Background: an optimization exercise with open tools, aiming at small area. Do not read the settings as production practice. Function was checked by simulation only, so behaviour that the tests miss may differ from the original. Power is estimated from default activity; no workload was simulated.

## fir
module fir #(parameter DWIDTH = 16)
(
  input clk,
  input rstn,
  input signed [DWIDTH-1:0] i_data,
  output signed [(2*DWIDTH)-1:0] o_data
);
==> flow/config.mk <==
export PLATFORM = sky130hd
export DESIGN_NAME = fir
export DESIGN_NICKNAME = fir
export VERILOG_FILES = /design/flow/design.v
export SDC_FILE = /design/flow/constraint.sdc
export NUM_CORES = 4
export LEC_CHECK = 0
export CAP_MARGIN = 20
export CORE_MARGIN = 2
export CORE_UTILIZATION = 40
export SLEW_MARGIN = 20
export SYNTH_HIERARCHICAL = 1
export SYNTH_MINIMUM_KEEP_SIZE = 0
==> flow/constraint.sdc <==
create_clock -name core_clock -period 8.0 [get_ports {clk}]
set_input_delay 1.6000 -clock core_clock [delete_from_list [all_inputs] [get_ports {clk}]]
set_output_delay 1.6000 -clock core_clock [all_outputs]
set_load 0.01 [all_outputs]
standard.sh (not shown) runs the stock make flow with config.mk's settings and CLKGATE_MAP_FILE= SYNTH_SCRIPT=/design/flow/synth_recipe.tcl, a recipe that flattens the netlist after the stock synthesis.
==> flow/flow/run.sh <==
#!/bin/bash
set -euo pipefail
cd "$(dirname "$0")/.."
export CTS_ARGS="-sink_clustering_enable -repair_clock_nets -dont_use_dummy_load -sink_clustering_size 10 -sink_clustering_max_diameter 50 -buf_list {sky130_fd_sc_hd__clkbuf_4}"
export BUFFER_PORTS_ARGS="-buffer_cell sky130_fd_sc_hd__buf_1"
bash standard.sh > flow_make.log 2>&1
Next try:
--- a/flow/design.v
+++ b/flow/design.v
@@ -14,44 +14,44 @@
   input rstn,
   input signed [DWIDTH-1:0] i_data,
   output signed [(2*DWIDTH)-1:0] o_data
 );
 reg [15:0] d [0:26];
 reg [4:0] cnt;       
 reg [31:0] acc;
 integer m;
 always @(posedge clk) begin
-  d[0] <= ~i_data;
+  d[0] <= i_data;
   for (m = 1; m < 27; m = m + 1) d[m] <= d[m-1];
 end
 always @(posedge clk) begin
   if (!rstn)          cnt <= 5'd0;
   else if (cnt != 28) cnt <= cnt + 5'd1;
 end
-reg n14, n15, n17, n19, n21, n23, n25, n27;
+reg v14, v15, v17, v19, v21, v23, v25, v27;
 always @(posedge clk) begin
-  n14 <= !(rstn && cnt >= 5'd13);
-  n15 <= !(rstn && cnt >= 5'd14);
-  n17 <= !(rstn && cnt >= 5'd16);
-  n19 <= !(rstn && cnt >= 5'd18);
-  n21 <= !(rstn && cnt >= 5'd20);
-  n23 <= !(rstn && cnt >= 5'd22);
-  n25 <= !(rstn && cnt >= 5'd24);
-  n27 <= !(rstn && cnt >= 5'd26);
+  v14 <= rstn && cnt >= 5'd13;
+  v15 <= rstn && cnt >= 5'd14;
+  v17 <= rstn && cnt >= 5'd16;
+  v19 <= rstn && cnt >= 5'd18;
+  v21 <= rstn && cnt >= 5'd20;
+  v23 <= rstn && cnt >= 5'd22;
+  v25 <= rstn && cnt >= 5'd24;
+  v27 <= rstn && cnt >= 5'd26;
 end
-wire [15:0] u0 = ~d[12];
-wire [15:0] u2 = ~(d[14] | {16{n15}});
-wire [15:0] u4 = ~(d[16] | {16{n17}});
-wire [15:0] u6 = ~(d[18] | {16{n19}});
-wire [15:0] u8 = ~(d[20] | {16{n21}});
-wire [15:0] u10 = ~(d[22] | {16{n23}});
-wire [15:0] u12 = ~(d[24] | {16{n25}});
-wire [15:0] u14 = ~(d[26] | {16{n27}});
+wire [15:0] u0 = d[12];
+wire [15:0] u2 = (d[14] & {16{v15}});
+wire [15:0] u4 = (d[16] & {16{v17}});
+wire [15:0] u6 = (d[18] & {16{v19}});
+wire [15:0] u8 = (d[20] & {16{v21}});
+wire [15:0] u10 = (d[22] & {16{v23}});
+wire [15:0] u12 = (d[24] & {16{v25}});
+wire [15:0] u14 = (d[26] & {16{v27}});
 wire a_n1 = ~u0[15];
 wire a_n2 = ~u14[15];
 wire a_s3, a_c4;
 fir_ha u_a_s3 (.a(u0[0]), .b(u14[0]), .s(a_s3), .co(a_c4));
 wire a_s5, a_c6;
 fir_fa u_a_s5 (.a(u0[1]), .b(u14[1]), .c(a_c4), .s(a_s5), .co(a_c6));
 wire a_s7, a_c8;
 fir_fa u_a_s7 (.a(u0[2]), .b(u14[2]), .c(a_c6), .s(a_s7), .co(a_c8));
 wire a_s9, a_c10;
@@ -349,19 +349,19 @@
 reg [20:0] x2;
 reg [19:0] x4;
 reg [20:0] x6;
 always @(posedge clk) begin
   x0 <= {a_c81, a_s88, a_s86, a_s84, a_s82, a_s80, a_s78, a_s76, a_s74, a_s72, a_s70, a_s68, a_s66, a_s64, a_s62, a_s60, a_s58, a_s56, a_s54, a_s52, a_s3};
   x2 <= {a_c152, a_n159, a_s157, a_s155, a_s153, a_s151, a_s149, a_s147, a_s145, a_s143, a_s141, a_s139, a_s137, a_s135, a_s133, a_s131, a_s129, a_s127, a_s125, a_s94, a_s92};
   x4 <= {a_c224, a_n229, a_s227, a_s225, a_s223, a_s221, a_s219, a_s217, a_s215, a_s213, a_s211, a_s209, a_s207, a_s205, a_s203, a_s201, a_s199, a_s197, a_s195, a_s162};
   x6 <= {a_c292, a_n299, a_s297, a_s295, a_s293, a_s291, a_s289, a_s287, a_s285, a_s283, a_s281, a_s279, a_s277, a_s275, a_s273, a_s271, a_s269, a_s267, a_s265, a_s234, a_s232};
 end
-wire [15:0] t7 = ~(d[20] | {16{n21}});
+wire [15:0] t7 = d[20] & {16{v21}};
 wire b_n1 = ~x0[19];
 wire b_n2 = ~x0[0];
 wire b_n3 = ~x0[1];
 wire b_n4 = ~x0[2];
 wire b_n5 = ~x0[3];
 wire b_n6 = ~x0[4];
 wire b_n7 = ~x0[5];
 wire b_n8 = ~x0[6];
 wire b_n9 = ~x0[7];
@@ -880,12 +880,12 @@
 wire b_z522 = b_s359 ^ b_g490;
 wire b_z523 = b_s447 ^ b_g504;
 wire b_z524 = b_s449 ^ b_g486;
 wire b_z525 = b_s389 ^ b_g506;
 wire b_z526 = b_s397 ^ b_g492;
 wire b_z527 = b_s403 ^ b_g508;
 wire b_z528 = b_s407 ^ b_g484;
 wire b_z529 = b_s451 ^ b_g510;
 wire [31:0] sum = {b_z529, b_z528, b_z527, b_z526, b_z525, b_z524, b_z523, b_z522, b_z521, b_z520, b_z519, b_z518, b_z517, b_z516, b_z515, b_z514, b_z513, b_z512, b_s435, b_s433, b_s431, b_s429, b_s427, b_s425, b_s423, b_s421, b_s419, b_s417, b_s415, b_s413, b_s411, b_s409};
-always @(posedge clk) acc <= sum & {32{rstn && !n14}};
+always @(posedge clk) acc <= sum & {32{rstn && v14}};
 assign o_data = acc;
 endmodule
Setup slack gains 50 ps. Synthesized cell count came out lower by a few percent. Cell area goes up slightly. Core utilization shrinks by 0.29 points. Die area went up slightly. Total power rose slightly. Register-to-register slack gets better by 50 ps. Routed wire length climbs slightly. Via count shrinks slightly.

[what the ideal ports hide]
The results above use ideal ports. As a check the final layouts listed here were re-extracted and re-timed, cells and wires unchanged. Step 1, drivers: a clkbuf_16 drives clk and a buf_2 each remaining input, both assumed. Step 2 adds t to the input delays and takes it off the output delays; t is the mean of the earliest and latest rising clock arrival at the registers after step 1. Input paths then give back, and output paths get back, about the clock's delay inside the block. Three values: no drivers, after step 1, after step 2; two values: the first two.
| run | t (ns) | slack for setup (ns) | clock arrival spread, ns | worst register clock-pin slew, ns | worst slew at a driven data input, ns |
|---|---|---|---|---|---|
| the first run | 0.792 | 0.307 / 0.307 / 0.307 | 0.065 / 0.064 | 0.11 / 0.11 | 0.03 |
| the second run | 0.792 | 0.357 / 0.357 / 0.357 | 0.104 / 0.104 | 0.12 / 0.12 | 0.03 |
After both steps every run listed still meets setup and hold.
